What follows belongs to an exercise in optimizing a design on an open flow for small area, a short achievable clock period and few clock cycles per item; a production flow would make more cautious choices. Where RTL was checked, it was by simulation tests only, not by an equivalence proof against the original.

==> run a <==
// fp_carpma
module fp_carpma(
    input clk_i, rst_i, en_i,
    input [31:0] x1_i, x2_i,
    output [31:0] sonuc_o,
    output done_o
    );
  wire zero = ~|x1_i | ~|x2_i;
  wire [23:0] ma = {1'b1, x1_i[22:0]};
  wire [23:0] mb = {1'b1, x2_i[22:0]};
  reg [1:0] cnt_q;           
  reg [26:0] s_q, c_q;     
  reg cy_q;                  
  reg [7:0] e_q;
  reg sg_q;
  reg z_q;
  wire run = en_i & ~rst_i;
  wire hold = cnt_q[1];
  wire c0 = ~cnt_q[1] & ~cnt_q[0];
  wire c1 = cnt_q[0];
  wire [27:0] pa = {s_q, cy_q};
  wire [27:0] pb = {c_q, cy_q};
  wire [27:0] pg = pa & pb, pp = pa ^ pb;
  wire ag0_1 = pg[1] | (pp[1] & pg[0]);
  wire ap0_1 = pp[1] & pp[0];
  wire ag0_3 = pg[3] | (pp[3] & pg[2]);
  wire ap0_3 = pp[3] & pp[2];
  wire ag0_5 = pg[5] | (pp[5] & pg[4]);
  wire ap0_5 = pp[5] & pp[4];
  wire ag0_7 = pg[7] | (pp[7] & pg[6]);
  wire ap0_7 = pp[7] & pp[6];
  wire ag0_9 = pg[9] | (pp[9] & pg[8]);
  wire ap0_9 = pp[9] & pp[8];
  wire ag0_11 = pg[11] | (pp[11] & pg[10]);
  wire ap0_11 = pp[11] & pp[10];
  wire ag0_13 = pg[13] | (pp[13] & pg[12]);
  wire ap0_13 = pp[13] & pp[12];
  wire ag0_15 = pg[15] | (pp[15] & pg[14]);
  wire ap0_15 = pp[15] & pp[14];
  ...
Settings: LEC_CHECK=0, ABC_AREA=1, CAP_MARGIN=20, CORE_MARGIN=2, CORE_UTILIZATION=40, SETUP_SLACK_MARGIN=4.75, SLEW_MARGIN=20; clock period 10.0 ns.
standard.sh (not shown) runs the stock make flow with config.mk's settings and CLKGATE_MAP_FILE= SYNTH_SCRIPT=/design/flow/synth_recipe.tcl, a recipe that flattens the netlist after the stock synthesis.
==> flow/flow/run.sh <==
#!/bin/bash
set -uo pipefail
export BUFFER_PORTS_ARGS="-buffer_cell sky130_fd_sc_hd__buf_1"
export SYNTH_ARGS="-noabc"
bash standard.sh > flow.log 2>&1
==> run b: changes against run a <==
--- a/flow/design.v
+++ b/flow/design.v
@@ -15,143 +15,11 @@
   reg z_q;
   wire run = en_i & ~rst_i;
   wire hold = cnt_q[1];
   wire c0 = ~cnt_q[1] & ~cnt_q[0];
   wire c1 = cnt_q[0];
-  wire [27:0] pa = {s_q, cy_q};
-  wire [27:0] pb = {c_q, cy_q};
-  wire [27:0] pg = pa & pb, pp = pa ^ pb;
-  wire ag0_1 = pg[1] | (pp[1] & pg[0]);
-  wire ap0_1 = pp[1] & pp[0];
-  wire ag0_3 = pg[3] | (pp[3] & pg[2]);
-  wire ap0_3 = pp[3] & pp[2];
-  wire ag0_5 = pg[5] | (pp[5] & pg[4]);
-  wire ap0_5 = pp[5] & pp[4];
-  wire ag0_7 = pg[7] | (pp[7] & pg[6]);
-  wire ap0_7 = pp[7] & pp[6];
-  wire ag0_9 = pg[9] | (pp[9] & pg[8]);
-  wire ap0_9 = pp[9] & pp[8];
-  wire ag0_11 = pg[11] | (pp[11] & pg[10]);
-  wire ap0_11 = pp[11] & pp[10];
-  wire ag0_13 = pg[13] | (pp[13] & pg[12]);
-  wire ap0_13 = pp[13] & pp[12];
-  wire ag0_15 = pg[15] | (pp[15] & pg[14]);
-  wire ap0_15 = pp[15] & pp[14];
-  wire ag0_17 = pg[17] | (pp[17] & pg[16]);
-  wire ap0_17 = pp[17] & pp[16];
-  wire ag0_19 = pg[19] | (pp[19] & pg[18]);
-  wire ap0_19 = pp[19] & pp[18];
-  wire ag0_21 = pg[21] | (pp[21] & pg[20]);
-  wire ap0_21 = pp[21] & pp[20];
-  wire ag0_23 = pg[23] | (pp[23] & pg[22]);
-  wire ap0_23 = pp[23] & pp[22];
-  wire ag0_25 = pg[25] | (pp[25] & pg[24]);
-  wire ap0_25 = pp[25] & pp[24];
-  wire ag0_27 = pg[27] | (pp[27] & pg[26]);
-  wire ap0_27 = pp[27] & pp[26];
-  wire ag1_2 = pg[2] | (pp[2] & ag0_1);
-  wire ap1_2 = pp[2] & ap0_1;
-  wire ag1_3 = ag0_3 | (ap0_3 & ag0_1);
-  wire ap1_3 = ap0_3 & ap0_1;
-  wire ag1_6 = pg[6] | (pp[6] & ag0_5);
-  wire ap1_6 = pp[6] & ap0_5;
-  wire ag1_7 = ag0_7 | (ap0_7 & ag0_5);
-  wire ap1_7 = ap0_7 & ap0_5;
-  wire ag1_10 = pg[10] | (pp[10] & ag0_9);
-  wire ap1_10 = pp[10] & ap0_9;
-  wire ag1_11 = ag0_11 | (ap0_11 & ag0_9);
-  wire ap1_11 = ap0_11 & ap0_9;
-  wire ag1_14 = pg[14] | (pp[14] & ag0_13);
-  wire ap1_14 = pp[14] & ap0_13;
-  wire ag1_15 = ag0_15 | (ap0_15 & ag0_13);
-  wire ap1_15 = ap0_15 & ap0_13;
-  wire ag1_18 = pg[18] | (pp[18] & ag0_17);
-  wire ap1_18 = pp[18] & ap0_17;
-  wire ag1_19 = ag0_19 | (ap0_19 & ag0_17);
-  wire ap1_19 = ap0_19 & ap0_17;
-  wire ag1_22 = pg[22] | (pp[22] & ag0_21);
-  wire ap1_22 = pp[22] & ap0_21;
-  wire ag1_23 = ag0_23 | (ap0_23 & ag0_21);
-  wire ap1_23 = ap0_23 & ap0_21;
-  wire ag1_26 = pg[26] | (pp[26] & ag0_25);
-  wire ap1_26 = pp[26] & ap0_25;
-  wire ag1_27 = ag0_27 | (ap0_27 & ag0_25);
-  wire ap1_27 = ap0_27 & ap0_25;
-  wire ag2_4 = pg[4] | (pp[4] & ag1_3);
-  wire ap2_4 = pp[4] & ap1_3;
-  wire ag2_5 = ag0_5 | (ap0_5 & ag1_3);
-  wire ap2_5 = ap0_5 & ap1_3;
-  wire ag2_6 = ag1_6 | (ap1_6 & ag1_3);
-  wire ap2_6 = ap1_6 & ap1_3;
-  wire ag2_7 = ag1_7 | (ap1_7 & ag1_3);
-  wire ap2_7 = ap1_7 & ap1_3;
-  wire ag2_12 = pg[12] | (pp[12] & ag1_11);
-  wire ap2_12 = pp[12] & ap1_11;
-  wire ag2_13 = ag0_13 | (ap0_13 & ag1_11);
-  wire ap2_13 = ap0_13 & ap1_11;
-  wire ag2_14 = ag1_14 | (ap1_14 & ag1_11);
-  wire ap2_14 = ap1_14 & ap1_11;
-  wire ag2_15 = ag1_15 | (ap1_15 & ag1_11);
-  wire ap2_15 = ap1_15 & ap1_11;
-  wire ag2_20 = pg[20] | (pp[20] & ag1_19);
-  wire ap2_20 = pp[20] & ap1_19;
-  wire ag2_21 = ag0_21 | (ap0_21 & ag1_19);
-  wire ap2_21 = ap0_21 & ap1_19;
-  wire ag2_22 = ag1_22 | (ap1_22 & ag1_19);
-  wire ap2_22 = ap1_22 & ap1_19;
-  wire ag2_23 = ag1_23 | (ap1_23 & ag1_19);
-  wire ap2_23 = ap1_23 & ap1_19;
-  wire ag3_8 = pg[8] | (pp[8] & ag2_7);
-  wire ap3_8 = pp[8] & ap2_7;
-  wire ag3_9 = ag0_9 | (ap0_9 & ag2_7);
-  wire ap3_9 = ap0_9 & ap2_7;
-  wire ag3_10 = ag1_10 | (ap1_10 & ag2_7);
-  wire ap3_10 = ap1_10 & ap2_7;
-  wire ag3_11 = ag1_11 | (ap1_11 & ag2_7);
-  wire ap3_11 = ap1_11 & ap2_7;
-  wire ag3_12 = ag2_12 | (ap2_12 & ag2_7);
-  wire ap3_12 = ap2_12 & ap2_7;
-  wire ag3_13 = ag2_13 | (ap2_13 & ag2_7);
-  wire ap3_13 = ap2_13 & ap2_7;
-  wire ag3_14 = ag2_14 | (ap2_14 & ag2_7);
-  wire ap3_14 = ap2_14 & ap2_7;
-  wire ag3_15 = ag2_15 | (ap2_15 & ag2_7);
-  wire ap3_15 = ap2_15 & ap2_7;
-  wire ag3_24 = pg[24] | (pp[24] & ag2_23);
-  wire ap3_24 = pp[24] & ap2_23;
-  wire ag3_25 = ag0_25 | (ap0_25 & ag2_23);
-  wire ap3_25 = ap0_25 & ap2_23;
-  wire ag3_26 = ag1_26 | (ap1_26 & ag2_23);
-  wire ap3_26 = ap1_26 & ap2_23;
-  wire ag3_27 = ag1_27 | (ap1_27 & ag2_23);
-  wire ap3_27 = ap1_27 & ap2_23;
-  wire ag4_16 = pg[16] | (pp[16] & ag3_15);
-  wire ap4_16 = pp[16] & ap3_15;
-  wire ag4_17 = ag0_17 | (ap0_17 & ag3_15);
-  wire ap4_17 = ap0_17 & ap3_15;
-  wire ag4_18 = ag1_18 | (ap1_18 & ag3_15);
-  wire ap4_18 = ap1_18 & ap3_15;
-  wire ag4_19 = ag1_19 | (ap1_19 & ag3_15);
-  wire ap4_19 = ap1_19 & ap3_15;
-  wire ag4_20 = ag2_20 | (ap2_20 & ag3_15);
-  wire ap4_20 = ap2_20 & ap3_15;
-  wire ag4_21 = ag2_21 | (ap2_21 & ag3_15);
-  wire ap4_21 = ap2_21 & ap3_15;
-  wire ag4_22 = ag2_22 | (ap2_22 & ag3_15);
-  wire ap4_22 = ap2_22 & ap3_15;
-  wire ag4_23 = ag2_23 | (ap2_23 & ag3_15);
-  wire ap4_23 = ap2_23 & ap3_15;
-  wire ag4_24 = ag3_24 | (ap3_24 & ag3_15);
-  wire ap4_24 = ap3_24 & ap3_15;
-  wire ag4_25 = ag3_25 | (ap3_25 & ag3_15);
-  wire ap4_25 = ap3_25 & ap3_15;
-  wire ag4_26 = ag3_26 | (ap3_26 & ag3_15);
-  wire ap4_26 = ap3_26 & ap3_15;
-  wire ag4_27 = ag3_27 | (ap3_27 & ag3_15);
-  wire ap4_27 = ap3_27 & ap3_15;
-  wire [27:0] sm = pp ^ {ag4_26, ag4_25, ag4_24, ag4_23, ag4_22, ag4_21, ag4_20, ag4_19, ag4_18, ag4_17, ag4_16, ag3_15, ag3_14, ag3_13, ag3_12, ag3_11, ag3_10, ag3_9, ag3_8, ag2_7, ag2_6, ag2_5, ag2_4, ag1_3, ag1_2, ag0_1, pg[0], 1'b0};
-  wire [27:0] r1 = sm;
+  wire [27:0] r1 = {s_q, cy_q} + {c_q, cy_q};
   wire [24:0] ra = r1[27:3];
   wire [36:0] rin = ({12'd0, ra} & {37{c1}}) | ({ra, 12'd0} & {37{hold}});
   wire [12:0] lx = {mb[11:0], 1'b0};
   wire [12:0] hx = {mb[23:12], 1'b0};
   wire [5:0] ng, one, two;
SETUP_SLACK_MARGIN = 4.6   (was 4.75)
==> run c: changes against run a <==
SETUP_SLACK_MARGIN = 5   (was 4.75)
==> summary of the runs <==
Worst hold slack, lowest first: run c, run a, run b. Via count: run b > run c > run a. In die area, run a and run c do not differ. In sequential cell count, run c and run b do not differ. In run b the setup slack is worse than in run a, by 170 ps. Between run c and run a, the lower non-clock buffer count is in run a (gap 22). Routed wire length: run b > run c > run a. Utilization: run b < run a < run c. Clock skew, lowest first: run b, run c, run a.
Testbench counts of run a, summed over its fixed seeds: cycles 7,192, items 2,400.
Testbench counts of run c, summed over its fixed seeds: cycles 7,192, items 2,400.
The RTL of run b was laid out without a check of its function.

-- separate check: timing with driven ports --
The results above use ideal ports. As a check the final layouts listed here were re-extracted and re-timed, cells and wires unchanged. Step 1 sets driving cells, clkbuf_16 on the clock port and buf_2 on the other inputs (assumed; they add their load-dependent delay and slew). Step 2, shift: input delay + t, output delay - t, t = (earliest + latest rising clock arrival at the registers) / 2. This alone moves slack from input paths to output paths. a / b / c = no drivers / after step 1 / after step 2; a / b = the first two.
run	shift t [ns]	slack for setup (ns)	cell pins on the clock port's net
run a	0.388	4.872 / 4.896 / 4.508	1
run b	0.390	4.697 / 4.717 / 4.327	1
run c	0.397	4.989 / 4.996 / 4.600	1
After both steps setup and hold are still met in every run listed. The setup slack of run c, which loses most, moves by +0.007 ns with the drivers and by -0.389 ns with both steps.
